From an optimization exercise on the open Yosys and OpenROAD flow, aimed at small area; shortcuts taken in it are not production practice. At most, simulation tests tie the RTL to the original design; equivalence was not proved. The RTL of runs 3 and 4 was laid out without a check of its function. The clock cells of runs 3 to 6 come from the design's own scripts or RTL, not from TritonCTS. The clock port is modelled as an ideal driver, which makes a skipped or thinned clock tree look cheaper than it is; a real chip needs a root buffer or a tree. Power figures rest on the tool's default switching activity, not on a simulated workload.

## run.sh

```bash
#!/bin/bash
# synth_recipe.tcl (not shown) runs the flow's synth.tcl, then flattens the netlist and writes it again
# the make line also repeats each setting of config.mk as NAME=value (left out here)
make -C /OpenROAD-flow-scripts/flow DESIGN_CONFIG=/design/flow/config.mk WORK_HOME=/design/flow/orfs CLKGATE_MAP_FILE= SYNTH_SCRIPT=/design/flow/synth_recipe.tcl finish
```

## config.mk

```make
export PLATFORM = sky130hd
export DESIGN_NAME = alarm_clock_pv
export DESIGN_NICKNAME = alarm_clock_pv
export VERILOG_FILES = /design/flow/design.v
export SDC_FILE = /design/flow/constraint.sdc
export NUM_CORES = 4
export LEC_CHECK = 0
export CAP_MARGIN = 20
export CORE_MARGIN = 2
export CORE_UTILIZATION = 40
export SLEW_MARGIN = 20
```

## constraint.sdc

```tcl
create_clock -name core_clock -period 50.0 [get_ports {CLK}]
set_input_delay 10.0000 -clock core_clock [delete_from_list [all_inputs] [get_ports {CLK}]]
set_output_delay 10.0000 -clock core_clock [all_outputs]
set_load 0.01 [all_outputs]
```

## design.v

```verilog
module alarm_clock_pv (input CLK,SW5,SW4,SW3,SW2,SW1,SW0,KEY1,KEY0,
output logic [6:0] SEC_LSB,SEC_MSB,MIN_LSB,MIN_MSB,HR_LSB,HR_MSB,
output logic LED7,LED5,LED4,LED3,LED2,LED1,LED0);
function automatic [3:0] nx13(input [3:0] q);
  nx13 = {((q[2])), ((q[1])), ((q[0])), ~((q[3] & ~q[0]) | (~q[3] & q[0]) | (~q[2] & q[1] & ~q[0]))};
endfunction
function automatic last13(input [3:0] q);
  last13 = ((q[3] & ~q[2] & ~q[0]));
endfunction
function automatic [2:0] nx7(input [2:0] q);
  nx7 = {((q[1])), ((q[0])), ((~q[2] & ~q[0]) | (q[2] & q[0]))};
endfunction
function automatic last7(input [2:0] q);
  last7 = ((q[2] & ~q[1] & ~q[0]));
endfunction
function automatic [3:0] nxo(input [3:0] q);
  nxo = {((q[2])), ((q[1])), ((q[0])), ((~q[3] & q[2]) | (~q[3] & ~q[0]) | (~q[2] & q[1]))};
endfunction
function automatic is9(input [3:0] q);
  is9 = ((q[3] & ~q[2] & ~q[0]));
endfunction
function automatic is3(input [3:0] q);
  is3 = ((~q[3] & q[2] & ~q[1]));
endfunction
function automatic is0o(input [3:0] q);
  is0o = ((~q[3] & ~q[1] & ~q[0]));
endfunction
function automatic [2:0] nxj(input [2:0] q);
  nxj = {((q[1])), ((q[0])), ((~q[2]))};
endfunction
function automatic is5(input [2:0] q);
  is5 = ((q[2] & ~q[1]));
endfunction
function automatic is0j(input [2:0] q);
  is0j = ((~q[2] & ~q[0]));
endfunction
function automatic [1:0] nxh(input [1:0] q);
  nxh = {((~q[1] & q[0])), ((~q[1]))};
endfunction
function automatic is2(input [1:0] q);
  is2 = ((q[1]));
endfunction
function automatic is0h(input [1:0] q);
  is0h = ((~q[0]));
endfunction
function automatic [6:0] sego(input [3:0] q);
  sego = {((~q[3] & ~q[2] & ~q[1]) | (q[3] & q[1] & ~q[0])), ((~q[1] & q[0]) | (q[1] & ~q[0])), ((~q[3] & q[0]) | (q[3] & ~q[2]) | (q[2] & q[1] & ~q[0])), ((~q[2] & q[0]) | (q[2] & q[1] & ~q[0])), ((~q[3] & q[1] & ~q[0])), ((q[2] & q[1] & q[0])), ((~q[2] & q[0]))};
endfunction
function automatic [6:0] segj(input [2:0] q);
  segj = {((~q[2] & ~q[1])), ((q[0])), ((q[2]) | (~q[1] & q[0])), ((~q[1] & q[0]) | (q[1] & ~q[0])), ((~q[2] & q[1])), ((q[2] & ~q[1])), ((~q[1] & q[0]) | (q[1] & ~q[0]))};
endfunction
function automatic [6:0] segh(input [1:0] q);
  segh = {((~q[1])), ((q[0])), ((~q[1] & q[0])), ((~q[1] & q[0])), ((q[1])), (1'b0), ((~q[1] & q[0]))};
endfunction
function automatic [1:0] nx4(input [1:0] q);
  nx4 = {((q[0])), ((~q[1]))};
endfunction
function automatic last4(input [1:0] q);
  last4 = ((q[1] & ~q[0]));
endfunction
function automatic [3:0] nx15(input [3:0] q);
  nx15 = {((q[2])), ((q[1])), ((q[0])), ((~q[3] & ~q[0]) | (q[3] & q[0]))};
endfunction
function automatic last15(input [3:0] q);
  last15 = ((q[3] & ~q[2] & ~q[1] & ~q[0]));
endfunction
logic p; logic [3:0] m13; logic [2:0] m7;
always_ff @(posedge CLK or posedge SW0)
  if (SW0) begin p <= 1'b0; m13 <= 4'd0; m7 <= 3'd0; end
  else begin p <= ~p; m13 <= nx13(m13); m7 <= nx7(m7); end
wire tick1 = ~p & last13(m13);
wire tick2 = ~p & last7(m7);
wire tick = (SW1 | SW2) ? tick2 : tick1;
wire minset_in = ~SW3 & ~KEY1;
wire hrset_in  = SW3 & ~KEY1;
logic [3:0] tso, tmo, tho; logic [2:0] tst, tmt; logic [1:0] tht;
wire t_minset = SW1 & minset_in;
wire t_hrset  = SW1 & hrset_in;
wire ts_step = tick & SW4;
wire ts_wrap = ts_step & is9(tso) & is5(tst);
wire tm_step = (t_minset ? tick : ts_wrap) & (SW4 | t_minset);
wire tm_wrap = tm_step & is9(tmo) & is5(tmt);
wire th_step = (t_hrset ? tick : tm_wrap) & (SW4 | t_hrset);
wire th_23 = is3(tho) & is2(tht);
always_ff @(posedge CLK or posedge SW0)
  if (SW0) begin tso <= 4'd0; tst <= 3'd0; tmo <= 4'd0; tmt <= 3'd0; tho <= 4'd0; tht <= 2'd0; end
  else begin
    if (ts_step) begin tso <= nxo(tso); if (is9(tso)) tst <= nxj(tst); end
    if (tm_step) begin tmo <= nxo(tmo); if (is9(tmo)) tmt <= nxj(tmt); end
    if (th_step) begin
      if (th_23) begin tho <= 4'd0; tht <= 2'd0; end
      else begin tho <= nxo(tho); if (is9(tho)) tht <= nxh(tht); end
    end
  end
logic [1:0] as4; logic [3:0] as15;
logic [3:0] amo, aho; logic [2:0] amt; logic [1:0] aht;
wire a_run = ~KEY1;
wire a_minset = SW2 & minset_in;
wire a_hrset  = SW2 & hrset_in;
wire as_step = tick & a_run;
wire as_wrap = as_step & last4(as4) & last15(as15);
wire am_step = (a_minset ? tick : as_wrap) & a_run;
wire am_wrap = am_step & is9(amo) & is5(amt);
wire ah_step = (a_hrset ? tick : am_wrap) & a_run;
wire ah_23 = is3(aho) & is2(aht);
always_ff @(posedge CLK or posedge SW0)
  if (SW0) begin as4 <= 2'd0; as15 <= 4'd0; amo <= 4'd0; amt <= 3'd0; aho <= 4'd0; aht <= 2'd0; end
  else if (~KEY0) begin as4 <= 2'd0; as15 <= 4'd0; amo <= 4'd0; amt <= 3'd0; aho <= 4'd0; aht <= 2'd0; end
  else begin
    if (as_step) begin as4 <= nx4(as4); as15 <= nx15(as15); end
    if (am_step) begin amo <= nxo(amo); if (is9(amo)) amt <= nxj(amt); end
    if (ah_step) begin
      if (ah_23) begin aho <= 4'd0; aht <= 2'd0; end
      else begin aho <= nxo(aho); if (is9(aho)) aht <= nxh(aht); end
    end
  end
wire alrm = SW4 & SW5 & KEY0 & (aho == tho) & (aht == tht) & (amo == tmo) & (amt == tmt)
            & ~(is0o(tho) & is0h(tht)) & ~(is0o(tmo) & is0j(tmt));
logic f;
always_ff @(posedge CLK or posedge SW0)
  if (SW0) begin f <= 1'b0; LED7 <= 1'b0; end
  else if (tick2) begin
    if (alrm) f <= ~f;
    LED7 <= alrm & f;
  end
assign SEC_LSB = SW2 ? 7'b1000000 : sego(tso);
assign SEC_MSB = SW2 ? 7'b1000000 : segj(tst);
assign MIN_LSB = sego(SW2 ? amo : tmo);
assign MIN_MSB = segj(SW2 ? amt : tmt);
assign HR_LSB = sego(SW2 ? aho : tho);
assign HR_MSB = segh(SW2 ? aht : tht);
always_comb begin
  LED0 = 0; LED1 = 0; LED2 = 0; LED3 = 0; LED4 = 0; LED5 = 0;
  if (SW5) LED5 = 1;
  if (SW4) LED4 = 1;
  if (SW3) LED3 = 1;
  if (SW2) LED2 = 1;
  if (SW1) LED1 = 1;
  if (SW0) LED0 = 1;
end
endmodule
```

==> results of run 1 <==
==> area by class of cell <==
class | count | area (um2)
fill | 694 | 3610
multi-input combinational | 232 | 1610
sequential | 49 | 1230
timing repair buffer | 57 | 568
tap | 99 | 124
inverter | 19 | 72.6
clock buffer | 5 | 68.8
clock inverter | 3 | 50.0
==> per-layer routing <==
metal  GRT usage  up-vias  share of wire
met1       0.247     1172           0.51
met5           0        -              0
met4      0.0265        0         0.0034
met3      0.0299        2          0.029
li1            -     1215              -
met2       0.252       42           0.46
==> registers in the layout (all words and copies together) (netlist names) <==
name  flops
LED7      1
aho       4
aht       2
amo       4
amt       3
as15      4
as4       2
f         1
m13       4
m7        3
p         1
tho       4
tht       2
tmo       4
tmt       3
tso       4
tst       3
==> power groups by stage <==
stage / clock network [mW] / registers, mW / logic (mW)
after detailed placement: 0 / 0.0454 / 0.0196
after global routing: 0.0321 / 0.0451 / 0.0214
final: 0.0292 / 0.0446 / 0.0194
after CTS: 0.0303 / 0.0446 / 0.0197
after floorplan: 0 / 0.0431 / 0.0135
after global placement: 0 / 0.0454 / 0.0194
==> logic make-up (layout without fill, tap and decap cells) <==
| kind of cell | after synthesis | after routing | synth area share |
|---|---|---|---|
| AO/OA/AOI/OAI | 62 | 62 | 0.145 |
| XOR/XNOR | 17 | 17 | 0.0485 |
| adder cells (fa/ha/maj) | 2 | 2 | 0.00816 |
| buffers and inverters | 49 | 84 | 0.0763 |
| flip-flops | 49 | 49 | 0.400 |
| multiplexers | 36 | 36 | 0.124 |
| other | 1 | 1 | 0.00122 |
| AND/OR/NAND/NOR | 114 | 114 | 0.197 |
==> Yosys cell counts (4+ instances only) <==
master / instances / area share
nor4_1: 6 / 0.012
nand2b_1: 4 / 0.0082
buf_4: 11 / 0.027
xnor2_1: 11 / 0.031
nand2_1: 19 / 0.023
clkbuf_1: 15 / 0.018
nand3_1: 6 / 0.0098
nor3b_1: 6 / 0.015
nand4_1: 5 / 0.010
xor2_1: 6 / 0.017
dfrtp_1: 49 / 0.40
o21bai_1: 5 / 0.012
nor2_1: 35 / 0.043
nor3_1: 8 / 0.013
nor2b_1: 10 / 0.020
mux2i_1: 22 / 0.072
a211oi_1: 5 / 0.012
o21ai_0: 17 / 0.028
mux2_2: 13 / 0.048
inv_1: 19 / 0.023
a21oi_1: 9 / 0.015
o22ai_1: 5 / 0.010
==> stage by stage <==
step	instances	area (um2)	hold slack, ns
6_report	464	3720	0.390
5_1_grt	464	3720	0.404
4_1_cts	464	3720	0.392
3_5_place_dp	456	3600	0.367
3_3_place_gp	456	3600	0.354
2_1_floorplan	330	3070	0.350
==> path summary, 6_finish.rpt <==
check,slack [ns],startpoint,cells past startpoint,end
worst max-delay path,27.78,SW2,6,MIN_LSB[6]
max in group asynchronous,39.32,SW0,2,tmt[2]
worst min-delay path,0.39,m13[1],0,m13[2]
min in group asynchronous,10.18,SW0,2,m13[2]
worst min register to register,0.39,m13[1],0,m13[2]
worst max register to register,47.22,p,5,tht[1]
==> worst register-to-register path: stages (launching register included) <==
cell     delay, ns
dfrtp_1       0.41
or4b_1        0.72
mux2_2        0.41
or4b_4        0.58
a21oi_2       0.20
mux2_2        0.34
==> cell usage in the layout, fill, tap and decap left out, types with 2 or more instances in the layout <==
cell / Yosys / final
clkbuf_8: 0 / 5
xor2_1: 6 / 6
nor4_1: 6 / 6
or4b_4: 2 / 2
o221a_2: 2 / 2
a31oi_1: 2 / 2
and2_4: 2 / 2
nor3_1: 8 / 8
nor2_1: 35 / 35
o311ai_2: 2 / 2
nand3_1: 6 / 6
xnor2_1: 11 / 11
o21bai_1: 5 / 5
and2_1: 2 / 2
nand2b_1: 4 / 4
a211oi_1: 5 / 5
nand2_1: 19 / 19
inv_1: 19 / 18
or4b_1: 2 / 2
o22a_1: 2 / 2
dfrtp_1: 49 / 49
nand4_1: 5 / 5
a21oi_1: 9 / 9
ha_1: 2 / 2
a32oi_1: 2 / 2
clkdlybuf4s50_1: 0 / 56
mux2i_1: 22 / 22
mux2_2: 13 / 13
o21ai_0: 17 / 17
or3_1: 2 / 2
o22ai_1: 5 / 5
nor3b_1: 6 / 6
nor2b_1: 10 / 10
==> out/results.txt, run 1 <==
First-pass GRT wire length = 11300 um
Buffers inserted during post-CTS setup optimization = 0
Syn Inst Count = 330
Minimum setup slack after placement = 27.78 ns
Sequential fraction of the synthesis area = 0.400
H-tree depth reported by CTS = 2
Utilization after layout = 0.507
EDFF count, synth = 0
Endpoint type of the worst setup path = output port
Count of nets after finishing = 375
Total power per unit cell area = 25.1 nW/um2
Arrival time at the worst endpoint = 12.22 ns
Final critical path time including I/O delays and setup = 22.22 ns
WP buf/inv = 3
Post-synthesis async set-or-reset flop share = 1.00
Max Slew Vio Count = 0
Count of unresolved DRC violations after routing = 0
Boundary pin count = 58
Number of buffers between clock root and the deepest sink = 2
Startpoint type of the worst setup path = primary input
Die Outline Area = 8390 um2
Core outline area = 7330 um2
DRT Wirelength = 6690 um
Diodes inserted = 0
Maximum frequency from static timing analysis = 45.0 MHz
Number of sinks driven by the clock tree = 49
Comb power frac = 0.208
Yosys warns = 1
Switching share of power = 0.280
TritonCTS clock tree = done
CTS Buf Count = 5
Post-cts sizing count = 0
Placer Congestion = 0.739
Fraction of final layout cells sized beyond drive strength 1 = 0.101
Combined global-route utilization of all metal layers = 0.165
Cell Chain, Critical Path = clkdlybuf4s50_1 > buf_4 > mux2i_1 > nand2b_1 > o21ai_0 > clkdlybuf4s50_1
Slowest Stage Delay on Critical Path = 0.57 ns
Dominant synthesized flop cell = dfrtp_1
Critical path class = in -> out
Setup slack of the critical path after layout = 27.78 ns
Max-capacitance violation count = 0
Post-synthesis to final-layout area growth = 21.2%
Effective utilization at floorplan = 0.419
Yosys cell types = 54
Latest clock arrival within the worst-skew pair = 0.30 ns
Number of buffers inserted for hold repair after clock tree synthesis = 0
Total congestion overflow after global routing = 0
Height of the die = 91.6 um
Final HPWL DP = 4880 um
Power share of the sequential group = 0.479
Worst Path Max Fanout = 35
Leak pwr = 1.55 nW
Kind of cell adding the most delay to the critical path = buffers and inverters
Cell Area, Synth = 3070 um2
Total Power Consumption = 93.2 uW
Post-DRT Antenna Nets = 0
CP dominant cell by count = clkdlybuf4s50_1
Synthesized net count = 341
Transition time at the pin with the least slew margin = 0.841 ns
Status = timing/DRC/antenna clean
Worst Skew = 0.0120 ns
First-pass DRT Iterations = 4
Port bufs = 56
Maximum number of pins on one net before global-route repair = 50
Slew margin rel. = 0.439
Clock network power share = 0.314
Required time of the critical path = 40.00 ns
Via count of the first global-routing pass = 2220
Cell-internal power = 67.1 uW
X dimension of the die = 91.6 um
Net switching component of the power = 26.2 uW
Detail-routed net length per standard cell = 14.4 um
Root cell of the clock tree = clkbuf_8
Critical path's slowest cell = clkdlybuf4s50_1
Row count = 31
Antenna violations before repair = 0
Hold/Removal Path Class = reg -> reg
IR Drop Worst-Case VDD = 14.3 uV
Final period utilization = 0.444
Sum of negative setup slack = 0 ns
Clock-pin slew on the worst setup and hold paths = 0.10 ns
# setup viols final = 0
Average instance area after synthesis = 9.30 um2
Number of hold violations in the final report = 0
Via total after detailed routing = 2431
Iter 0 DRT Violations = 61
Post-DR vias/cell = 5.24
Synthesis-stage register bit count = 49
Unrepaired setup endpoints after global routing = no
==> run 2: changes to the inputs <==
==> flow/run.sh (new file) <==
#!/bin/bash
# Own layout flow: the standard flow, with an area-oriented synthesis
# (ABC area script, no half-adder extraction), the smallest buffer on
# every port and a smaller clock tree. Each tool's output goes to a log here.
set -uo pipefail
R=orfs/results/$FLOW_PLATFORM/alarm_clock_pv/base

bash standard.sh synth > log_1_standard_synth.log 2>&1 || exit 1
cp $R/1_2_yosys.v std_1_2_yosys.v

# 2. own synthesis: same yosys script with another ABC script and no adder mapping
rm -rf myscripts; cp -r $FLOW_HOME/scripts myscripts
cp flow/abc_area.script myscripts/abc_speed.script
mkdir -p std_results; cp $R/1_* std_results/
rm -f $R/1_*
if bash standard.sh ADDER_MAP_FILE= SCRIPTS_DIR=$PWD/myscripts synth > log_2_own_synth.log 2>&1 \
   && python3 flow/cmpff.py std_1_2_yosys.v $R/1_2_yosys.v > log_2_cmpff.log 2>&1; then
  echo "own synthesis used" >> log_2_cmpff.log
else
  echo "own synthesis rejected, using the standard one" >> log_2_cmpff.log
  rm -f $R/1_*; cp std_results/1_* $R/
fi

# 3. layout
bash standard.sh \
  BUFFER_PORTS_ARGS="-buffer_cell sky130_fd_sc_hd__buf_1" \
  CTS_ARGS="-sink_clustering_enable -repair_clock_nets -dont_use_dummy_load -buf_list sky130_fd_sc_hd__clkbuf_8 -sink_clustering_size 30 -sink_clustering_max_diameter 100" \
  finish > log_3_layout.log 2>&1
==> flow/abc_area.script (new file) <==
strash
&get -n
&deepsyn -T 20
&put
dch -f
amap
==> flow/cmpff.py (new file) <==
# Compare the flip-flops of two synthesized netlists: same instance names, same cell
# types up to drive strength. Exit 1 if they differ.
import re, sys
def ffs(path):
    src = open(path).read()
    out = {}
    for typ, name in re.findall(r'^\s*(sky130_fd_sc_hd__\w+)\s+(\\?\S+)\s*\(', src, re.M):
        base = re.sub(r'_\d+$', '', typ)
        if re.search(r'__(df|sdf|edf|dl|sedf)', typ):
            out[name] = base
    return out
a, b = ffs(sys.argv[1]), ffs(sys.argv[2])
if a != b or not a:
    print('flip-flops differ:', len(a), len(b), sorted(set(a.items()) ^ set(b.items()))[:10])
    sys.exit(1)
print('flip-flops match:', len(a))
==> standard.sh (new file) <==
#!/bin/bash
# synth_recipe.tcl (not shown) runs the flow's synth.tcl, then flattens the netlist and writes it again
# the make line also repeats each setting of config.mk as NAME=value (left out here)
make -C /OpenROAD-flow-scripts/flow DESIGN_CONFIG=/design/flow/config.mk WORK_HOME=/design/flow/orfs CLKGATE_MAP_FILE= SYNTH_SCRIPT=/design/flow/synth_recipe.tcl "${@:-finish}"
removed: run.sh
==> run 2 against run 1 <==
Against the previous run: final cell count down 3.2%; flip-flop and latch count unchanged; clock power down 28%; critical endpoint is now MIN_LSB[4]; worst setup slack better by 0.28 ns; critical path depth up 3; synthesized cell count down 2.7%; sequential share of layout area up 9.1 points; global-route usage up 2.2 points; first-iteration DRC count up 110%; critical path type unchanged; largest power group unchanged; clock skew up 0.0082 ns; still clean; non-clock buffer count unchanged.
==> out/results.txt, run 2 <==
Status = timing/DRC/antenna clean
Post-cts sizing count = 0
Worst Setup SP = SW2
Cell Area, Synth = 2610 um2
Worst Path Max Fanout = 21
First-pass DRT Iterations = 4
Dominant synthesized flop cell = dfrtp_1
Startpoint type of the worst setup path = primary input
Fraction of final layout cells sized beyond drive strength 1 = 0.0188
Effective utilization at floorplan = 0.412
Post-synthesis to final-layout area growth = 11.5%
Hold/Removal Path Class = reg -> reg
Row count = 29
Top-count cell post-synth = clkinv_1
Height of the die = 84.8 um
Sum of negative setup slack = 0 ns
Via total after detailed routing = 2441
DRT Wirelength = 6340 um
Maximum frequency from static timing analysis = 45.6 MHz
Post-DR vias/cell = 5.44
Final critical path time including I/O delays and setup = 21.94 ns
H-tree depth reported by CTS = 2
Instance area after placement = 2850 um2
Utilization after layout = 0.459
Post-DRT Antenna Nets = 0
Final period utilization = 0.439
Average instance area after synthesis = 8.14 um2
Max Slew Vio Count = 0
Number of hold violations in the final report = 0
Placed instance count = 444
Final instance count without filler cells = 449
First-pass GRT wire length = 10800 um
Area of all placed cells without fillers = 2920 um2
Leak pwr = 1.11 nW
Total congestion overflow after global routing = 0
Slowest Stage Delay on Critical Path = 0.49 ns
Final HPWL DP = 4720 um
Number of sinks driven by the clock tree = 49
IR Drop Worst-Case VDD = 12.8 uV
# setup viols final = 0
Setup slack of the critical path after layout = 28.06 ns
Flop2flop setup slack = 45.08 ns
Area leader, netlist = dfrtp_1
X dimension of the die = 84.8 um
Placer Congestion = 0.835
Yosys warns = 1
Syn Inst Count = 321
Core outline area = 6350 um2
Iter 0 DRT Violations = 130
Minimum setup slack after placement = 28.11 ns
Critical path class = in -> out
Boundary pin count = 58
Root cell of the clock tree = clkbuf_8
Commonest cells post-synth = clkinv_1, nor2_1, dfrtp_1
Number of buffers inserted for hold repair after clock tree synthesis = 0
Kind of cell adding the most delay to the critical path = buffers and inverters
Endpoint type of the worst setup path = output port
FF-to-FF Start = m7[2]
Port bufs = 56
Register cell area after layout = 1230 um2
Synthesis-stage register bit count = 49
Worst Skew = 0.0202 ns
TritonCTS clock tree = done
Cell Chain, Critical Path = buf_1 > buf_4 > clkinv_1 > o22ai_1 > clkinv_1 > nor2_1 > nor2_1 > o22ai_1 > buf_1
Latest clock arrival within the worst-skew pair = 0.31 ns
Diodes inserted = 0
Post-synthesis async set-or-reset flop share = 1.00
Required time of the critical path = 40.00 ns
Terminating pin of the worst hold path = m7[2]
End of the worst register-to-register path = tht[1]
Via count of the first global-routing pass = 2248
Detail-routed net length per standard cell = 14.1 um
Final-layout fill cell count = 664
Total power per unit cell area = 30.0 nW/um2
Clock-pin slew on the worst setup and hold paths = 0.10 ns
Buffers inserted during post-CTS setup optimization = 0
Combined global-route utilization of all metal layers = 0.187
Arrival time at the worst endpoint = 11.94 ns
Synth area leaders = dfrtp_1, o22ai_1, clkinv_1
Maximum number of pins on one net before global-route repair = 50
Transition time at the pin with the least slew margin = 0.888 ns
WP buf/inv = 5
Reg2Reg Depth = 20
Synthesized net count = 330
Instance count along the most critical hold path = 0
Unrepaired setup endpoints after global routing = no
Worst hold start = m7[1]
Most common cell after layout, fill and taps aside = clkinv_1
Antenna violations before repair = 0
Area share of the largest cell type after synthesis = 0.469
Die Outline Area = 7200 um2
Count of unresolved DRC violations after routing = 0
EDFF count, synth = 0
Most frequent cells in the layout = clkinv_1, buf_1, nor2_1
Number of buffers between clock root and the deepest sink = 2
CTS Buf Count = 5
Sequential fraction of the synthesis area = 0.469
Max-capacitance violation count = 0
Slew margin rel. = 0.402
Critical path's slowest cell = clkinv_1
Yosys cell types = 30
Count of nets after finishing = 383
Area of the multi-input gates = 1060 um2
## run 2: cell types whose count changed after synthesis, moves of 8 or more
cell | previous run | this run
a22oi_1 | 0 | 11
nor2_1 | 35 | 55
inv_1 | 19 | 0
mux2i_1 | 22 | 0
mux2_2 | 13 | 0
clkbuf_1 | 15 | 0
clkinv_1 | 0 | 65
o21ai_0 | 17 | 9
o22ai_1 | 5 | 44
xnor2_1 | 11 | 0
## run 2: stage by stage
step | power [mW] | hold slack [ns]
after floorplan | 0.0611 | 0.355
after global placement | 0.0670 | 0.361
after detailed placement | 0.0673 | 0.371
after CTS | 0.0884 | 0.360
after global routing | 0.0934 | 0.385
final | 0.0876 | 0.364
## run 2: area by class of cell
| type | count | area share |
|---|---|---|
| multi-input combinational | 196 | 0.364 |
| tap | 77 | 0.0330 |
| timing repair buffer | 57 | 0.0747 |
| sequential | 49 | 0.421 |
| inverter | 65 | 0.0841 |
| clock buffer | 5 | 0.0236 |
## run 2: worst register-to-register path: stages, from the launching register on
cell      delay [ns]
dfrtp_1         0.35
clkinv_1        0.08
nor2_1          0.14
nand2_1         0.11
nor2_1          0.10
a41oi_1         0.06
nor2b_1         0.43
nand3_1         0.28
o32ai_1         0.71
clkinv_1        0.32
nor2_1          0.21
clkinv_1        0.13
nor3_1          0.33
clkinv_1        0.21
nor2_1          0.16
nand3_1         0.09
o21ai_0         0.35
clkinv_1        0.35
nor2_1          0.24
nand2_1         0.09
o22ai_1         0.10
## run 2: power breakdown
group          total (mW)  switching (mW)  internal, mW
clock network      0.0211          0.0121       0.00905
registers          0.0450         0.00271        0.0423
logic              0.0215          0.0143       0.00712
## run 2: metal layers
layer	share of wire	global-route usage	up-vias
li1	-	-	1222
met1	0.49	0.266	1148
met2	0.44	0.288	61
met3	0.045	0.0350	10
met4	0.022	0.0693	0
met5	0	0	-
## run 2: how the worst max path moves through the flow
stage | to | slack [ns] | cells past startpoint
after global placement | MIN_LSB[2] | 28.21 | 8
after floorplan | MIN_MSB[3] | 28.77 | 5
after detailed placement | MIN_LSB[4] | 28.11 | 9
final | MIN_LSB[4] | 28.06 | 9
after CTS | MIN_LSB[4] | 28.10 | 9
after global routing | MIN_LSB[4] | 27.88 | 9
## run 2: logic make-up (layout without fill, tap and decap cells)
group,after synthesis,after routing,share of synthesized area
AND/OR/NAND/NOR,96,96,0.159
buffers and inverters,76,127,0.125
flip-flops,49,49,0.469
AO/OA/AOI/OAI,99,99,0.246
other,1,1,0.00143
==> run 3: changes to the inputs <==
--- a/design.v
+++ b/design.v
@@ -15,11 +15,11 @@
 endfunction
 function automatic [3:0] nxo(input [3:0] q);
-  nxo = {((q[2])), ((q[1])), ((q[0])), ((~q[3] & q[2]) | (~q[3] & ~q[0]) | (~q[2] & q[1]))};
+  nxo = {((q[2])), ((q[1])), ((~q[3] & ~q[2])), ((~q[0]))};
 endfunction
 function automatic is9(input [3:0] q);
-  is9 = ((q[3] & ~q[2] & ~q[0]));
+  is9 = ((q[3] & ~q[2] & q[0]));
 endfunction
 function automatic is3(input [3:0] q);
-  is3 = ((~q[3] & q[2] & ~q[1]));
+  is3 = ((q[2] & ~q[1] & q[0]));
 endfunction
 function automatic is0o(input [3:0] q);
@@ -45,5 +45,5 @@
 endfunction
 function automatic [6:0] sego(input [3:0] q);
-  sego = {((~q[3] & ~q[2] & ~q[1]) | (q[3] & q[1] & ~q[0])), ((~q[1] & q[0]) | (q[1] & ~q[0])), ((~q[3] & q[0]) | (q[3] & ~q[2]) | (q[2] & q[1] & ~q[0])), ((~q[2] & q[0]) | (q[2] & q[1] & ~q[0])), ((~q[3] & q[1] & ~q[0])), ((q[2] & q[1] & q[0])), ((~q[2] & q[0]))};
+  sego = {((q[1] & q[0]) | (~q[3] & ~q[1] & ~q[0])), ((~q[3] & q[2]) | (q[2] & q[0]) | (q[1] & q[0])), ((q[0]) | (q[3] & ~q[2])), ((q[1] & q[0]) | (q[3] & ~q[2] & ~q[0])), ((~q[3] & q[2] & ~q[0])), ((~q[3] & ~q[1] & q[0]) | (~q[2] & q[1] & ~q[0])), ((q[3] & ~q[2] & ~q[0]) | (~q[2] & q[1] & q[0]))};
 endfunction
 function automatic [6:0] segj(input [2:0] q);
--- a/flow/run.sh
+++ b/flow/run.sh
@@ -2,5 +2,6 @@
 # Own layout flow: the standard flow, with an area-oriented synthesis
 # (ABC area script, no half-adder extraction), the smallest buffer on
-# every port and a smaller clock tree. Each tool's output goes to a log here.
+# every port and a small hand-built clock tree. Each tool's output goes
+# to a log file here.
 set -uo pipefail
 R=orfs/results/$FLOW_PLATFORM/alarm_clock_pv/base
@@ -22,7 +23,10 @@
 fi
 
-# 3. layout
-bash standard.sh \
+# 3. layout; clock_tree_synthesis replaced by manual_cts
+CTS_K=${CTS_K:-4}; CTS_CELL=${CTS_CELL:-sky130_fd_sc_hd__clkbuf_8}
+[ -f flow/cts.conf ] && . flow/cts.conf
+sed -i "s|^log_cmd clock_tree_synthesis.*|source $PWD/flow/manual_cts.tcl\nmanual_cts CLK $CTS_K $CTS_CELL\nset_propagated_clock [all_clocks]|" myscripts/cts.tcl
+grep -n manual_cts myscripts/cts.tcl > log_3_cts_patch.log
+bash standard.sh SCRIPTS_DIR=$PWD/myscripts \
   BUFFER_PORTS_ARGS="-buffer_cell sky130_fd_sc_hd__buf_1" \
-  CTS_ARGS="-sink_clustering_enable -repair_clock_nets -dont_use_dummy_load -buf_list sky130_fd_sc_hd__clkbuf_8 -sink_clustering_size 30 -sink_clustering_max_diameter 100" \
   finish > log_3_layout.log 2>&1
==> flow/cts.conf (new file) <==
CTS_K=4; CTS_CELL=sky130_fd_sc_hd__clkbuf_8
==> flow/manual_cts.tcl (new file) <==
# Clock buffering in place of clock_tree_synthesis: the flip-flops are split
# into k groups of equal size by recursive bisection of their locations, and
# each group gets one clock buffer at its centroid, driven by the clock port.
proc mcts_split {pts k} {
  if {$k <= 1} { return [list $pts] }
  set xs {}; set ys {}
  foreach q $pts { lappend xs [lindex $q 1]; lappend ys [lindex $q 2] }
  set dx [expr {[tcl::mathfunc::max {*}$xs] - [tcl::mathfunc::min {*}$xs]}]
  set dy [expr {[tcl::mathfunc::max {*}$ys] - [tcl::mathfunc::min {*}$ys]}]
  set idx [expr {$dx >= $dy ? 1 : 2}]
  set s [lsort -real -index $idx $pts]
  set k1 [expr {$k / 2}]
  set n1 [expr {int(round([llength $s] * double($k1) / $k))}]
  return [concat [mcts_split [lrange $s 0 [expr {$n1 - 1}]] $k1] \
                 [mcts_split [lrange $s $n1 end] [expr {$k - $k1}]]]
}
proc manual_cts {clk k cell} {
  set pts {}
  foreach p [get_pins -of_objects [get_nets $clk]] {
    if {[get_property $p direction] != "input"} continue
    set b [[sta::sta_to_db_inst [get_cells -of_objects $p]] getBBox]
    lappend pts [list $p [expr {([$b xMin] + [$b xMax]) / 2000.0}] [expr {([$b yMin] + [$b yMax]) / 2000.0}]]
  }
  set j 0
  foreach grp [mcts_split $pts $k] {
    set lp {}; set sx 0; set sy 0
    foreach q $grp { lappend lp [lindex $q 0]; set sx [expr {$sx + [lindex $q 1]}]; set sy [expr {$sy + [lindex $q 2]}] }
    set n [llength $grp]
    set loc [list [expr {$sx / $n}] [expr {$sy / $n}]]
    puts "manual_cts: group $j, $n sinks, buffer at $loc"
    insert_buffer -buffer_cell $cell -load_pins $lp -location $loc -buffer_name clkbuf_m_$j -net_name clknet_m_$j
    incr j
  }
}
--- a/config.mk
+++ b/config.mk
@@ -8,4 +8,5 @@
 export CAP_MARGIN = 20
 export CORE_MARGIN = 2
-export CORE_UTILIZATION = 40
+export CORE_UTILIZATION = 70
+export PLACE_DENSITY = 0.8
 export SLEW_MARGIN = 20
==> run 3 against run 2 <==
Against the previous run: still clean; routed wire length fell by 8.4%; via count fell by 0.61%; critical path depth fell by 1; clock power fell by 18%; largest cell class unchanged; largest power group unchanged.
==> out/results.txt, run 3 <==
Die Outline Area = 4140 um2
Worst Path Max Fanout = 20
Top-count cell post-synth = clkinv_1
Cell Chain, Critical Path = buf_1 > clkinv_1 > o22ai_1 > clkinv_1 > nor2_1 > nor2_1 > a32o_1 > buf_1
Port bufs = 56
Synthesized-area fraction occupied by xor and xnor cells = 0
Combined global-route utilization of all metal layers = 0.299
Flop2flop setup slack = 46.09 ns
Via total after detailed routing = 2426
Critical path class = in -> out
DRT Wirelength = 5810 um
Final period utilization = 0.457
Final HPWL DP = 4420 um
Required time of the critical path = 40.00 ns
Buffers inserted during post-CTS setup optimization = 0
Count of nets after finishing = 364
Post-synthesis async set-or-reset flop share = 1.00
Post-DR vias/cell = 6.08
Detail-routed net length per standard cell = 14.6 um
Average instance area after synthesis = 8.38 um2
Max-capacitance violation count = 0
Unrepaired setup endpoints after global routing = no
Maximum frequency from static timing analysis = 43.8 MHz
Final worst hold slack = 0.396 ns
Arrival time at the worst endpoint = 12.83 ns
Hold/Removal Path Class = reg -> reg
Yosys warns = 1
Commonest cells post-synth = clkinv_1, dfrtp_1, o22ai_1
Effective utilization at floorplan = 0.745
Setup slack of the critical path after layout = 27.17 ns
Most frequent cells in the layout = clkinv_1, buf_1, dfrtp_1
Number of buffers inserted for hold repair after clock tree synthesis = 0
Total Power Consumption = 81.1 uW
Final critical path time including I/O delays and setup = 22.83 ns
Dominant synthesized flop cell = dfrtp_1
IR Drop Worst-Case VDD = 22.8 uV
Area of all placed cells without fillers = 2790 um2
Total congestion overflow after global routing = 0
Iter 0 DRT Violations = 222
Transition time at the pin with the least slew margin = 0.914 ns
Fraction of final layout cells sized beyond drive strength 1 = 0.0142
Status = timing/DRC/antenna clean
Multiplexer fraction of the synthesized cell area = 0
Startpoint type of the worst setup path = primary input
Share of synthesized cell area in full adder, half adder and majority cells = 0
Synthesized net count = 313
Leak pwr = 1.09 nW
First-pass DRT Iterations = 4
Total power per unit cell area = 29.1 nW/um2
Synth area leaders = dfrtp_1, o22ai_1, clkinv_1
Core outline area = 3420 um2
Maximum number of pins on one net before global-route repair = 50
Simple-gate share of the synthesized area = 0.147
Latest clock arrival within the worst-skew pair = 0.15 ns
Height of the die = 64.3 um
Count of unresolved DRC violations after routing = 0
Via count of the first global-routing pass = 2306
Synthesis-stage register bit count = 49
Row count = 21
EDFF count, synth = 0
Boundary pin count = 58
Diodes inserted = 0
Endpoint type of the worst setup path = output port
Most common cell after layout, fill and taps aside = clkinv_1
Slew margin rel. = 0.391
Instance area after placement = 2730 um2
Area fraction in compound gates after synthesis = 0.243
Max Slew Vio Count = 0
Minimum setup slack after placement = 27.32 ns
Sum of negative setup slack = 0 ns
Antenna violations before repair = 0
Area share of the largest cell type after synthesis = 0.482
Slowest Stage Delay on Critical Path = 0.80 ns
Placer Congestion = 0.884
Post-synthesis to final-layout area growth = 9.48%
Number of hold violations in the final report = 0
First-pass GRT wire length = 10100 um
Sequential fraction of the synthesis area = 0.482
# setup viols final = 0
Syn Inst Count = 304
Main combinational cell family by area after synthesis = compound AO/OA/AOI/OAI gates
Yosys cell types = 32
X dimension of the die = 64.3 um
Clock-pin slew on the worst setup and hold paths = 0.07 ns
Critical path's slowest cell = clkinv_1
Post-cts sizing count = 0
Worst Skew = 0.0115 ns
Post-DRT Antenna Nets = 0
Area leader, netlist = dfrtp_1
Cell Area, Synth = 2550 um2
-- run 3: kinds of logic (layout without fill, tap and decap cells) --
group / Yosys count / count (layout)
flip-flops: 49 / 49
buffers and inverters: 75 / 124
AND/OR/NAND/NOR: 86 / 86
AO/OA/AOI/OAI: 93 / 93
other: 1 / 1
-- run 3: layout make-up, clock buffers not listed --
| class | count | area, um2 |
|---|---|---|
| Tap cell | 46 | 57.6 |
| Fill cell | 255 | 628 |
| Sequential cell | 49 | 1230 |
| Inverter | 64 | 241 |
| Multi-Input combinational cell | 180 | 997 |
| Timing Repair Buffer | 56 | 210 |
-- run 3: where the power goes --
group | internal (mW) | leakage (nW) | switching [mW]
clock | 0.00734 | 0.0288 | 0.00998
combinational | 0.00630 | 0.460 | 0.0129
sequential | 0.0421 | 0.602 | 0.00246
-- run 3: metal layers --
layer / global-route usage / up-vias / share of wire
li1: - / 1160 / -
met1: 0.402 / 1152 / 0.42
met2: 0.526 / 106 / 0.49
met3: 0.0352 / 8 / 0.081
met4: 0.0638 / 0 / 0.016
met5: 0 / - / 0
-- run 3: stage by stage --
| stage | util | cells |
|---|---|---|
| 2_1_floorplan | - | 304 |
| 3_3_place_gp | 0.800 | 395 |
| 3_5_place_dp | 0.800 | 395 |
| 6_report | 0.816 | 399 |
| 4_1_cts | 0.816 | 399 |
| 5_1_grt | 0.816 | 399 |
-- run 3: worst max-delay path, delay by kind of cell --
kind	cells	cell delay, ns
compound gates	2	0.79
simple gates	2	0.24
buf+inv	4	1.78
-- run 3: final timing paths --
kind | cells after the start | to | from
max in group asynchronous | 2 | tht[1] | SW0
setup / recovery | 8 | HR_LSB[1] | SW2
hold / removal | 0 | m7[2] | m7[1]
setup reg to reg | 16 | tht[1] | m13[0]
min in group asynchronous | 2 | amt[0] | SW0
hold reg to reg | 0 | m7[2] | m7[1]
==> run 4: changes to the inputs <==
--- a/config.mk
+++ b/config.mk
@@ -8,5 +8,4 @@
 export CAP_MARGIN = 20
 export CORE_MARGIN = 2
-export CORE_UTILIZATION = 70
-export PLACE_DENSITY = 0.8
+export CORE_UTILIZATION = 40
 export SLEW_MARGIN = 20
==> run 4 against run 3 <==
Against the previous run: critical path depth grew 1; first-iteration DRC count shrank 44%; critical endpoint unchanged; final cell count grew 8.0%; utilization shrank 36 points; fmax grew 2.6%; hold slack lost 0.015 ns.
==> out/results.txt, run 4 <==
Status = timing/DRC/antenna clean
Antenna violations before repair = 0
Cell Area, Synth = 2550 um2
Transition time at the pin with the least slew margin = 0.842 ns
EDFF count, synth = 0
Buffers inserted during post-CTS setup optimization = 0
Slew margin rel. = 0.438
Post-cts sizing count = 0
Via total after detailed routing = 2302
Flop2flop setup slack = 46.21 ns
WP buf/inv = 5
Endpoint type of the worst setup path = output port
Power share of the sequential group = 0.546
Placer Congestion = 0.827
Max-capacitance violation count = 0
Height of the die = 83.8 um
Hold/Removal Path Class = reg -> reg
Area leader, netlist = dfrtp_1
Effective utilization at floorplan = 0.408
Latest clock arrival within the worst-skew pair = 0.14 ns
Row count = 29
Diodes inserted = 0
Yosys cell types = 32
Slowest Stage Delay on Critical Path = 0.56 ns
First-pass GRT wire length = 9870 um
Sum of negative setup slack = 0 ns
Net switching component of the power = 25.5 uW
Maximum number of pins on one net before global-route repair = 50
Yosys warns = 1
Final period utilization = 0.445
Total congestion overflow after global routing = 0
Post-synthesis to final-layout area growth = 11.3%
Count of unresolved DRC violations after routing = 0
Logic depth of the worst setup path including buffers = 9
Port bufs = 56
Endpoint of the worst setup timing path = HR_LSB[1]
Kind of cell adding the most delay to the critical path = buffers and inverters
Average instance area after synthesis = 8.38 um2
Core outline area = 6240 um2
Worst Skew = 0.00707 ns
Synth area leaders = dfrtp_1, o22ai_1, clkinv_1
Clock network power share = 0.214
Startpoint type of the worst setup path = primary input
Fraction of final layout cells sized beyond drive strength 1 = 0.0169
Critical path class = in -> out
Leak pwr = 1.10 nW
Number of buffers inserted for hold repair after clock tree synthesis = 0
Sequential fraction of the synthesis area = 0.482
Final HPWL DP = 4420 um
Instance count along the most critical hold path = 0
Switching share of power = 0.314
Total power per unit cell area = 28.7 nW/um2
Required time of the critical path = 40.00 ns
Via count of the first global-routing pass = 2063
Worst Setup SP = SW2
Most common cell after layout, fill and taps aside = clkinv_1
Area share of the largest cell type after synthesis = 0.482
Worst Path Max Fanout = 20
Post-synthesis async set-or-reset flop share = 1.00
# setup viols final = 0
Reg2Reg Depth = 16
Clock-pin slew on the worst setup and hold paths = 0.08 ns
Final critical path time including I/O delays and setup = 22.24 ns
Comb power frac = 0.240
Cell-internal power = 55.8 uW
Detail-routed net length per standard cell = 13.7 um
Cell Chain, Critical Path = buf_1 > buf_4 > clkinv_1 > o22ai_1 > clkinv_1 > nor2_1 > nor2_1 > a32o_1 > buf_1
Most frequent cells in the layout = clkinv_1, buf_1, dfrtp_1
Synthesis-stage register bit count = 49
Unrepaired setup endpoints after global routing = no
Combined global-route utilization of all metal layers = 0.166
Maximum frequency from static timing analysis = 45.0 MHz
Synthesized net count = 313
FF-to-FF Start = m13[0]
Iter 0 DRT Violations = 125
Top-count cell post-synth = clkinv_1
Number of hold violations in the final report = 0
End of the worst register-to-register path = tht[1]
First-pass DRT Iterations = 4
DRT Wirelength = 5900 um
Post-DR vias/cell = 5.34
Count of nets after finishing = 365
Commonest cells post-synth = clkinv_1, dfrtp_1, o22ai_1
Post-DRT Antenna Nets = 0
Final worst hold slack = 0.381 ns
Arrival time at the worst endpoint = 12.24 ns
X dimension of the die = 83.8 um
IR Drop Worst-Case VDD = 19.5 uV
Syn Inst Count = 304
Die Outline Area = 7020 um2
Critical path's slowest cell = o22ai_1
Max Slew Vio Count = 0
Dominant synthesized flop cell = dfrtp_1
Final-layout fill cell count = 611
Boundary pin count = 58
run 4: power by group through the flow:
stage	Combinational, mW	Clock, mW	Sequential (mW)
after detailed placement	0.0195	0	0.0451
after floorplan	0.0143	0	0.0446
after global routing	0.0221	0.0197	0.0448
final	0.0195	0.0174	0.0444
after CTS	0.0196	0.0179	0.0443
after global placement	0.0193	0	0.0452
run 4: worst min path at each step:
stage	from	to	slack, ns
floorplan	m13[1]	m13[2]	0.35
finish	m13[1]	m13[2]	0.38
CTS	m13[1]	m13[2]	0.38
detailed placement	m7[1]	m7[2]	0.36
global placement	m13[1]	m13[2]	0.36
global route	m13[1]	m13[2]	0.40
run 4: cell type report, clock buffers not listed:
class	instances	area [um2]	area share
inverter	64	241	0.0852
tap	77	96.3	0.0340
sequential	49	1230	0.433
multi-input combinational	180	997	0.352
timing repair buffer	57	218	0.0768
run 4: cell families (layout without fill, tap and decap cells):
group | Yosys count | after routing | share of synthesized area
other cells | 1 | 1 | 0.00147
buf+inv | 75 | 125 | 0.127
flops | 49 | 49 | 0.482
simple gates | 86 | 86 | 0.147
compound gates | 93 | 93 | 0.243
run 4: layer usage:
layer	up-vias	global-route usage	share of wire
met1	1082	0.243	0.48
li1	1159	-	-
met2	59	0.281	0.46
met5	-	0	0
met3	2	0.0129	0.056
met4	0	0.0147	0.0024
run 4: stage by stage:
stage | setup WS, ns | area [um2] | utilization | power (mW) | std cells
6_report | 27.76 | 2830 | 0.454 | 0.0813 | 431
4_1_cts | 27.78 | 2830 | 0.454 | 0.0819 | 431
3_5_place_dp | 27.79 | 2780 | 0.445 | 0.0646 | 427
2_1_floorplan | 28.70 | 2550 | - | 0.0589 | 304
5_1_grt | 27.48 | 2830 | 0.454 | 0.0865 | 431
3_3_place_gp | 27.93 | 2780 | 0.445 | 0.0644 | 427
==> run 5: changes to the inputs <==
--- a/design.v
+++ b/design.v
@@ -15,11 +15,11 @@
 endfunction
 function automatic [3:0] nxo(input [3:0] q);
-  nxo = {((q[2])), ((q[1])), ((~q[3] & ~q[2])), ((~q[0]))};
+  nxo = {((q[2])), ((q[1])), ((q[0])), ((~q[3] & q[2]) | (~q[3] & ~q[0]) | (~q[2] & q[1]))};
 endfunction
 function automatic is9(input [3:0] q);
-  is9 = ((q[3] & ~q[2] & q[0]));
+  is9 = ((q[3] & ~q[2] & ~q[0]));
 endfunction
 function automatic is3(input [3:0] q);
-  is3 = ((q[2] & ~q[1] & q[0]));
+  is3 = ((~q[3] & q[2] & ~q[1]));
 endfunction
 function automatic is0o(input [3:0] q);
@@ -45,5 +45,5 @@
 endfunction
 function automatic [6:0] sego(input [3:0] q);
-  sego = {((q[1] & q[0]) | (~q[3] & ~q[1] & ~q[0])), ((~q[3] & q[2]) | (q[2] & q[0]) | (q[1] & q[0])), ((q[0]) | (q[3] & ~q[2])), ((q[1] & q[0]) | (q[3] & ~q[2] & ~q[0])), ((~q[3] & q[2] & ~q[0])), ((~q[3] & ~q[1] & q[0]) | (~q[2] & q[1] & ~q[0])), ((q[3] & ~q[2] & ~q[0]) | (~q[2] & q[1] & q[0]))};
+  sego = {((~q[3] & ~q[2] & ~q[1]) | (q[3] & q[1] & ~q[0])), ((~q[1] & q[0]) | (q[1] & ~q[0])), ((~q[3] & q[0]) | (q[3] & ~q[2]) | (q[2] & q[1] & ~q[0])), ((~q[2] & q[0]) | (q[2] & q[1] & ~q[0])), ((~q[3] & q[1] & ~q[0])), ((q[2] & q[1] & q[0])), ((~q[2] & q[0]))};
 endfunction
 function automatic [6:0] segj(input [2:0] q);
@@ -65,4 +65,16 @@
   last15 = ((q[3] & ~q[2] & ~q[1] & ~q[0]));
 endfunction
+function automatic [4:0] nxhr(input [4:0] q);
+  nxhr = {~((~q[4] & q[2]) | (~q[4] & ~q[3]) | (~q[4] & q[0]) | (q[3] & q[2] & ~q[1] & q[0])), ~((~q[2]) | (q[3] & ~q[1] & q[0])), ((q[1]) | (q[4] & q[3] & ~q[2])), ~((~q[0]) | (q[3] & q[2] & ~q[1])), ((~q[3] & q[2]) | (~q[3] & ~q[0]) | (~q[2] & q[1]))};
+endfunction
+function automatic is0hr(input [4:0] q);
+  is0hr = ((~q[4] & ~q[3] & ~q[1] & ~q[0]));
+endfunction
+function automatic [6:0] seghro(input [3:0] q);
+  seghro = {((~q[2] & ~q[1] & q[0]) | (~q[3] & ~q[1] & ~q[0]) | (q[3] & q[1] & ~q[0])), ((~q[1] & q[0]) | (q[1] & ~q[0])), ~((~q[3] & ~q[0]) | (q[2] & ~q[1] & ~q[0]) | (q[3] & q[2] & q[1] & q[0])), ((~q[2] & q[0]) | (q[3] & q[1] & ~q[0])), ((~q[3] & q[1] & ~q[0])), ((q[2] & q[1] & q[0])), ((~q[2] & q[0]))};
+endfunction
+function automatic [6:0] seghrt(input [4:0] q);
+  seghrt = {~((~q[3] & q[2] & ~q[0]) | (q[3] & ~q[1] & q[0])), ((q[4])), ~((~q[4]) | (~q[3] & q[2] & ~q[0]) | (q[3] & ~q[1] & q[0])), ~((~q[4]) | (~q[3] & q[2] & ~q[0]) | (q[3] & ~q[1] & q[0])), ((~q[3] & q[2] & ~q[0]) | (q[3] & ~q[1] & q[0])), (1'b0), ~((~q[4]) | (~q[3] & q[2] & ~q[0]) | (q[3] & ~q[1] & q[0]))};
+endfunction
 logic p; logic [3:0] m13; logic [2:0] m7;
 always_ff @(posedge CLK or posedge SW0)
@@ -74,5 +86,5 @@
 wire minset_in = ~SW3 & ~KEY1;
 wire hrset_in  = SW3 & ~KEY1;
-logic [3:0] tso, tmo, tho; logic [2:0] tst, tmt; logic [1:0] tht;
+logic [3:0] tso, tmo; logic [2:0] tst, tmt; logic [4:0] th;
 wire t_minset = SW1 & minset_in;
 wire t_hrset  = SW1 & hrset_in;
@@ -82,17 +94,13 @@
 wire tm_wrap = tm_step & is9(tmo) & is5(tmt);
 wire th_step = (t_hrset ? tick : tm_wrap) & (SW4 | t_hrset);
-wire th_23 = is3(tho) & is2(tht);
 always_ff @(posedge CLK or posedge SW0)
-  if (SW0) begin tso <= 4'd0; tst <= 3'd0; tmo <= 4'd0; tmt <= 3'd0; tho <= 4'd0; tht <= 2'd0; end
+  if (SW0) begin tso <= 4'd0; tst <= 3'd0; tmo <= 4'd0; tmt <= 3'd0; th <= 5'd0; end
   else begin
     if (ts_step) begin tso <= nxo(tso); if (is9(tso)) tst <= nxj(tst); end
     if (tm_step) begin tmo <= nxo(tmo); if (is9(tmo)) tmt <= nxj(tmt); end
-    if (th_step) begin
-      if (th_23) begin tho <= 4'd0; tht <= 2'd0; end
-      else begin tho <= nxo(tho); if (is9(tho)) tht <= nxh(tht); end
-    end
+    if (th_step) th <= nxhr(th);
   end
 logic [1:0] as4; logic [3:0] as15;
-logic [3:0] amo, aho; logic [2:0] amt; logic [1:0] aht;
+logic [3:0] amo; logic [2:0] amt; logic [4:0] ah;
 wire a_run = ~KEY1;
 wire a_minset = SW2 & minset_in;
@@ -103,18 +111,14 @@
 wire am_wrap = am_step & is9(amo) & is5(amt);
 wire ah_step = (a_hrset ? tick : am_wrap) & a_run;
-wire ah_23 = is3(aho) & is2(aht);
 always_ff @(posedge CLK or posedge SW0)
-  if (SW0) begin as4 <= 2'd0; as15 <= 4'd0; amo <= 4'd0; amt <= 3'd0; aho <= 4'd0; aht <= 2'd0; end
-  else if (~KEY0) begin as4 <= 2'd0; as15 <= 4'd0; amo <= 4'd0; amt <= 3'd0; aho <= 4'd0; aht <= 2'd0; end
+  if (SW0) begin as4 <= 2'd0; as15 <= 4'd0; amo <= 4'd0; amt <= 3'd0; ah <= 5'd0; end
+  else if (~KEY0) begin as4 <= 2'd0; as15 <= 4'd0; amo <= 4'd0; amt <= 3'd0; ah <= 5'd0; end
   else begin
     if (as_step) begin as4 <= nx4(as4); as15 <= nx15(as15); end
     if (am_step) begin amo <= nxo(amo); if (is9(amo)) amt <= nxj(amt); end
-    if (ah_step) begin
-      if (ah_23) begin aho <= 4'd0; aht <= 2'd0; end
-      else begin aho <= nxo(aho); if (is9(aho)) aht <= nxh(aht); end
-    end
+    if (ah_step) ah <= nxhr(ah);
   end
-wire alrm = SW4 & SW5 & KEY0 & (aho == tho) & (aht == tht) & (amo == tmo) & (amt == tmt)
-            & ~(is0o(tho) & is0h(tht)) & ~(is0o(tmo) & is0j(tmt));
+wire alrm = SW4 & SW5 & KEY0 & (ah == th) & (amo == tmo) & (amt == tmt)
+            & ~is0hr(th) & ~(is0o(tmo) & is0j(tmt));
 logic f;
 always_ff @(posedge CLK or posedge SW0)
@@ -128,6 +132,7 @@
 assign MIN_LSB = sego(SW2 ? amo : tmo);
 assign MIN_MSB = segj(SW2 ? amt : tmt);
-assign HR_LSB = sego(SW2 ? aho : tho);
-assign HR_MSB = segh(SW2 ? aht : tht);
+wire [4:0] dh = SW2 ? ah : th;
+assign HR_LSB = seghro(dh[3:0]);
+assign HR_MSB = seghrt(dh);
 always_comb begin
   LED0 = 0; LED1 = 0; LED2 = 0; LED3 = 0; LED4 = 0; LED5 = 0;
==> flow/cts.conf (replaced) <==
CTS_K=3; CTS_CELL=sky130_fd_sc_hd__clkbuf_8
--- a/config.mk
+++ b/config.mk
@@ -8,4 +8,5 @@
 export CAP_MARGIN = 20
 export CORE_MARGIN = 2
-export CORE_UTILIZATION = 40
+export CORE_UTILIZATION = 70
+export PLACE_DENSITY = 0.8
 export SLEW_MARGIN = 20
==> run 5 against run 4 <==
Against the previous run: hold slack improved by 0.0013 ns; routed wire length decreased by 6.5%; synthesized cell count is 0.66% lower; area after synthesis is 1.7% lower; highest routed layer unchanged; first-iteration DRC count increased by 66%; die area down 42%; via count is 3.0% higher.
==> out/results.txt, run 5 <==
Via total after detailed routing = 2372
Post-synthesis async set-or-reset flop share = 1.00
Sequential fraction of the synthesis area = 0.470
Buffers inserted during post-CTS setup optimization = 0
Final instance count without filler cells = 398
Final HPWL DP = 4190 um
Required time of the critical path = 40.00 ns
Iter 0 DRT Violations = 207
First-pass DRT Iterations = 4
Final period utilization = 0.441
Area leader, netlist = dfrtp_1
Critical path's slowest cell = clkinv_1
Placed instance count = 395
Number of buffers inserted for hold repair after clock tree synthesis = 0
Transition time at the pin with the least slew margin = 0.827 ns
Leak pwr = 1.03 nW
Count of nets after finishing = 363
Clock network power share = 0.136
Worst Path Max Fanout = 21
Slew margin rel. = 0.447
Max-capacitance violation count = 0
Slowest Stage Delay on Critical Path = 0.43 ns
IR Drop Worst-Case VDD = 24.9 uV
Diodes inserted = 0
Yosys warns = 1
Detail-routed net length per standard cell = 13.9 um
Yosys cell types = 35
Die Outline Area = 4070 um2
Final critical path time including I/O delays and setup = 22.03 ns
Syn Inst Count = 302
Post-cts sizing count = 0
Arrival time at the worst endpoint = 12.03 ns
Top-count cell post-synth = clkinv_1
DRT Wirelength = 5520 um
Synthesis-stage register bit count = 47
Kind of cell adding the most delay to the critical path = buffers and inverters
Sum of negative setup slack = 0 ns
Area share of the largest cell type after synthesis = 0.470
Largest registers ranked by flip-flop count = ah (5), th (5)
Power share of the sequential group = 0.500
Synthesized net count = 311
Most frequent cells in the layout = clkinv_1, buf_1, dfrtp_1
Row count = 21
Max Slew Vio Count = 0
Hold/Removal Path Class = reg -> reg
Dominant synthesized flop cell = dfrtp_1
Endpoint type of the worst setup path = output port
Average instance area after synthesis = 8.29 um2
Clock-pin slew on the worst setup and hold paths = 0.09 ns
Boundary pin count = 58
Most common cell after layout, fill and taps aside = clkinv_1
Height of the die = 63.8 um
Latest clock arrival within the worst-skew pair = 0.15 ns
Number of hold violations in the final report = 0
Placer Congestion = 0.915
Synth area leaders = dfrtp_1, o22ai_1, clkinv_1
Cell Chain, Critical Path = buf_1 > buf_4 > clkinv_1 > o22ai_1 > clkinv_1 > or2_0 > o22ai_1 > nor2_1 > buf_1
Post-DR vias/cell = 5.96
Count of unresolved DRC violations after routing = 0
Net switching component of the power = 42.4 uW
# setup viols final = 0
Status = timing/DRC/antenna clean
Maximum number of pins on one net before global-route repair = 48
Effective utilization at floorplan = 0.739
Critical path class = in -> out
WP buf/inv = 5
Total congestion overflow after global routing = 0
EDFF count, synth = 0
X dimension of the die = 63.8 um
Worst Skew = 0.00211 ns
Core outline area = 3390 um2
First-pass GRT wire length = 9510 um
Port bufs = 56
Comb power frac = 0.364
Total power per unit cell area = 38.7 nW/um2
Cell Area, Synth = 2500 um2
Unrepaired setup endpoints after global routing = no
Commonest cells post-synth = clkinv_1, dfrtp_1, o22ai_1
Post-DRT Antenna Nets = 0
Antenna violations before repair = 0
Maximum frequency from static timing analysis = 45.4 MHz
Combined global-route utilization of all metal layers = 0.284
Cell-internal power = 64.0 uW
Fraction of final layout cells sized beyond drive strength 1 = 0.0142
Switching share of power = 0.399
Via count of the first global-routing pass = 2111
Startpoint type of the worst setup path = primary input
Post-synthesis to final-layout area growth = 9.65%
Final-layout fill cell count = 234
-- run 5: final timing paths --
check	startpoint	to	slack, ns	cells past startpoint
setup / recovery	SW2	HR_MSB[4]	27.97	9
hold / removal	m7[1]	m7[2]	0.38	0
setup reg to reg	m7[2]	th[4]	44.55	15
hold reg to reg	m7[1]	m7[2]	0.38	0
max in group asynchronous	SW0	amo[0]	39.67	3
min in group asynchronous	SW0	m13[3]	9.96	3
-- run 5: stage by stage --
step                worst slack (ns)  total power [mW]  hold slack [ns]  utilization  instance area, um2
floorplan                      28.46            0.0811            0.354            -                2500
global placement               28.10            0.0911            0.357        0.798                2700
detailed placement             28.01            0.0921            0.363        0.798                2700
CTS                            28.01             0.106            0.384        0.810                2750
global route                   27.74             0.115            0.388        0.810                2750
finish                         27.97             0.106            0.383        0.810                2750
-- run 5: worst reg2reg max path, delay by kind of cell, from the launching register on --
| family | cells | cell delay (ns) |
|---|---|---|
| AND/OR/NAND/NOR | 7 | 2.71 |
| flip-flops | 1 | 0.34 |
| AO/OA/AOI/OAI | 4 | 1.37 |
| buffers and inverters | 4 | 0.92 |
-- run 5: power groups by stage --
stage / combinational, mW / clock [mW] / sequential, mW
floorplan: 0.0297 / 0 / 0.0514
global placement: 0.0375 / 0 / 0.0535
detailed placement: 0.0384 / 0 / 0.0536
CTS: 0.0386 / 0.0146 / 0.0529
global route: 0.0439 / 0.0163 / 0.0544
finish: 0.0387 / 0.0144 / 0.0532
-- run 5: logic make-up (layout without fill, tap and decap cells) --
family	after synthesis	count (layout)	synth area share
AO/OA/AOI/OAI	102	102	0.264
AND/OR/NAND/NOR	81	81	0.141
buffers and inverters	71	121	0.123
flip-flops	47	47	0.470
other	1	1	0.00150
-- run 5: routing by layer --
layer  wire length [um]  part of all wire  vias up  track usage
met2               2570              0.47      115        0.469
met1               2400              0.43     1075        0.418
met5                  0                 0        -            0
met3                452             0.082       10       0.0246
met4                102             0.018        0       0.0571
li1                   -                 -     1172            -
-- run 5: area by class of cell, clock buffers not listed --
cell class,count,area [um2],area share
inverter,60,225,0.0820
multi-input combinational,184,1020,0.371
sequential,47,1180,0.428
tap,46,57.6,0.0210
timing repair buffer,58,225,0.0820
==> run 6: changes to the inputs <==
==> flow/cts.conf (replaced) <==
CTS_K=4; CTS_CELL=sky130_fd_sc_hd__clkbuf_8
==> run 6 against run 5 <==
Against the previous run: design area rose by 0.50%; clock skew rose by 0.0036 ns; largest power group unchanged; critical endpoint unchanged; routed wire length rose by 2.5%; via count rose by 1.8%; largest cell class unchanged.
==> out/results.txt, run 6 <==
Post-DR vias/cell = 6.05
Net switching component of the power = 43.2 uW
Dominant synthesized flop cell = dfrtp_1
Maximum frequency from static timing analysis = 45.4 MHz
Utilization after layout = 0.814
Clock network power share = 0.147
Number of buffers inserted for hold repair after clock tree synthesis = 0
Sequential fraction of the synthesis area = 0.470
Port bufs = 56
Cell-internal power = 65.7 uW
Final critical path time including I/O delays and setup = 22.03 ns
Flop2flop setup slack = 44.76 ns
Area share of the largest cell type after synthesis = 0.470
First-pass DRT Iterations = 5
Syn Inst Count = 302
Startpoint type of the worst setup path = primary input
EDFF count, synth = 0
Leak pwr = 1.04 nW
Most frequent cells in the layout = clkinv_1, buf_1, dfrtp_1
Power share of the sequential group = 0.493
Transition time at the pin with the least slew margin = 0.820 ns
Combined global-route utilization of all metal layers = 0.291
Number of hold violations in the final report = 0
Cell Area, Synth = 2500 um2
Slowest Stage Delay on Critical Path = 0.43 ns
Critical path class = in -> out
Max-capacitance violation count = 0
Most common cell after layout, fill and taps aside = clkinv_1
Minimum setup slack after placement = 28.01 ns
Synth area leaders = dfrtp_1, o22ai_1, clkinv_1
Post-cts sizing count = 0
Antenna violations before repair = 0
Die Outline Area = 4070 um2
Post-synthesis async set-or-reset flop share = 1.00
Required time of the critical path = 40.00 ns
Endpoint type of the worst setup path = output port
Fraction of final layout cells sized beyond drive strength 1 = 0.0170
Sum of negative setup slack = 0 ns
Synthesis-stage register bit count = 47
Terminating pin of the worst hold path = m7[2]
Post-DRT Antenna Nets = 0
Core outline area = 3390 um2
Worst Path Max Fanout = 21
Buffers inserted during post-CTS setup optimization = 0
Clock-pin slew on the worst setup and hold paths = 0.07 ns
Total congestion overflow after global routing = 0
Max Slew Vio Count = 0
First-pass GRT wire length = 9700 um
X dimension of the die = 63.8 um
Height of the die = 63.8 um
Commonest cells post-synth = clkinv_1, dfrtp_1, o22ai_1
Worst Skew = 0.00569 ns
Yosys warns = 1
Largest registers ranked by flip-flop count = ah (5), th (5)
Via count of the first global-routing pass = 2151
DRT Wirelength = 5660 um
Slew margin rel. = 0.452
Hold/Removal Path Class = reg -> reg
Row count = 21
Reg2Reg Depth = 15
Boundary pin count = 58
Cell Chain, Critical Path = buf_1 > buf_4 > clkinv_1 > o22ai_1 > clkinv_1 > or2_0 > o22ai_1 > nor2_1 > buf_1
Final period utilization = 0.441
Status = timing/DRC/antenna clean
FF-to-FF Start = m7[2]
Switching share of power = 0.396
Arrival time at the worst endpoint = 12.03 ns
Placer Congestion = 0.915
Worst hold start = m7[1]
Count of nets after finishing = 364
Maximum number of pins on one net before global-route repair = 48
Detail-routed net length per standard cell = 14.2 um
Effective utilization at floorplan = 0.739
Synthesized net count = 311
Area leader, netlist = dfrtp_1
Top-count cell post-synth = clkinv_1
Setup slack of the critical path after layout = 27.97 ns
Via total after detailed routing = 2414
Unrepaired setup endpoints after global routing = no
Comb power frac = 0.359
Iter 0 DRT Violations = 182
Post-synthesis to final-layout area growth = 10.2%
Critical path's slowest cell = clkinv_1
Diodes inserted = 0
Final HPWL DP = 4190 um
IR Drop Worst-Case VDD = 28.8 uV
End of the worst register-to-register path = th[4]
# setup viols final = 0
Final worst hold slack = 0.377 ns
Average instance area after synthesis = 8.29 um2
Count of unresolved DRC violations after routing = 0
Yosys cell types = 35
Total power per unit cell area = 39.5 nW/um2
Instance count along the most critical hold path = 0
Latest clock arrival within the worst-skew pair = 0.14 ns
run 6: metrics by stage:
| stage | total power [mW] | std cells | cell area, um2 |
|---|---|---|---|
| final | 0.109 | 399 | 2760 |
| after global routing | 0.117 | 399 | 2760 |
| after CTS | 0.108 | 399 | 2760 |
| after detailed placement | 0.0921 | 395 | 2700 |
| after global placement | 0.0911 | 395 | 2700 |
| after floorplan | 0.0811 | 302 | 2500 |
run 6: cells by family after synthesis:
| group | count (synthesis) | synth area share |
|---|---|---|
| AOI/OAI and AO/OA | 102 | 0.264 |
| other | 1 | 0.00150 |
| buffers and inverters | 71 | 0.123 |
| DFF | 47 | 0.470 |
| and+or+nand+nor | 81 | 0.141 |
run 6: how the worst max path moves through the flow:
stage	startpoint	to	slack (ns)	depth (start not counted)
5_1_grt	SW2	HR_MSB[4]	27.74	9
3_5_place_dp	SW2	HR_MSB[4]	28.01	9
3_3_place_gp	SW2	HR_MSB[0]	28.10	9
6_report	SW2	HR_MSB[4]	27.97	9
2_1_floorplan	SW2	HR_MSB[3]	28.46	7
4_1_cts	SW2	HR_MSB[4]	28.01	9
run 6: area by class of cell, clock buffers not listed:
class	count	area, um2
Inverter	60	225
Sequential cell	47	1180
Timing Repair Buffer	58	225
Fill cell	231	631
Tap cell	46	57.6
Multi-Input combinational cell	184	1020
run 6: power by group through the flow:
stage / sequential [mW] / clock (mW) / combinational, mW
after floorplan: 0.0514 / 0 / 0.0297
after CTS: 0.0530 / 0.0163 / 0.0388
after global routing: 0.0545 / 0.0178 / 0.0443
final: 0.0537 / 0.0161 / 0.0392
after detailed placement: 0.0536 / 0 / 0.0384
after global placement: 0.0535 / 0 / 0.0375
run 6: critical path: cells and delay by family:
kind                   cells  cell delay, ns
AOI/OAI and AO/OA          2            0.61
buffers and inverters      5            1.05
and+or+nand+nor            2            0.37
run 6: metal layers:
| metal | track usage | part of all wire |
|---|---|---|
| met1 | 0.420 | 0.43 |
| met2 | 0.483 | 0.47 |
| met3 | 0.0229 | 0.071 |
| met4 | 0.0734 | 0.025 |
| met5 | 0 | 0 |

what the ideal ports hide:
No port has a modelled driver above. Below, the same layouts with a new extraction and two added sets of constraints. Step 1 assumes that a clkbuf_16 drives the clock port and a buf_2 every other input. Step 2 times the ports against the registers' clock, not the clock port: input delays grow and output delays shrink by t, the midpoint of the rising clock arrivals with the driver on. a / b / c = no drivers / after step 1 / after step 2; a / b = the first two.
run	t (ns)	slack for setup (ns)	hold WS [ns]	pins driven straight from the clock port
run 1	0.322	27.781 / 27.758 / 27.758	0.390 / 0.390 / 0.390	1
run 2	0.330	28.058 / 28.035 / 28.035	0.364 / 0.364 / 0.364	1
run 3	0.197	27.171 / 27.129 / 27.129	0.396 / 0.396 / 0.396	4
run 4	0.199	27.755 / 27.732 / 27.732	0.381 / 0.381 / 0.381	4
run 5	0.199	27.966 / 27.940 / 27.940	0.383 / 0.383 / 0.383	3
run 6	0.192	27.968 / 27.942 / 27.942	0.377 / 0.377 / 0.377	4
After both steps every run listed still meets setup and hold. For run 3, which loses most, drivers alone change the setup slack by -0.042 ns; drivers and shift together by -0.042 ns.
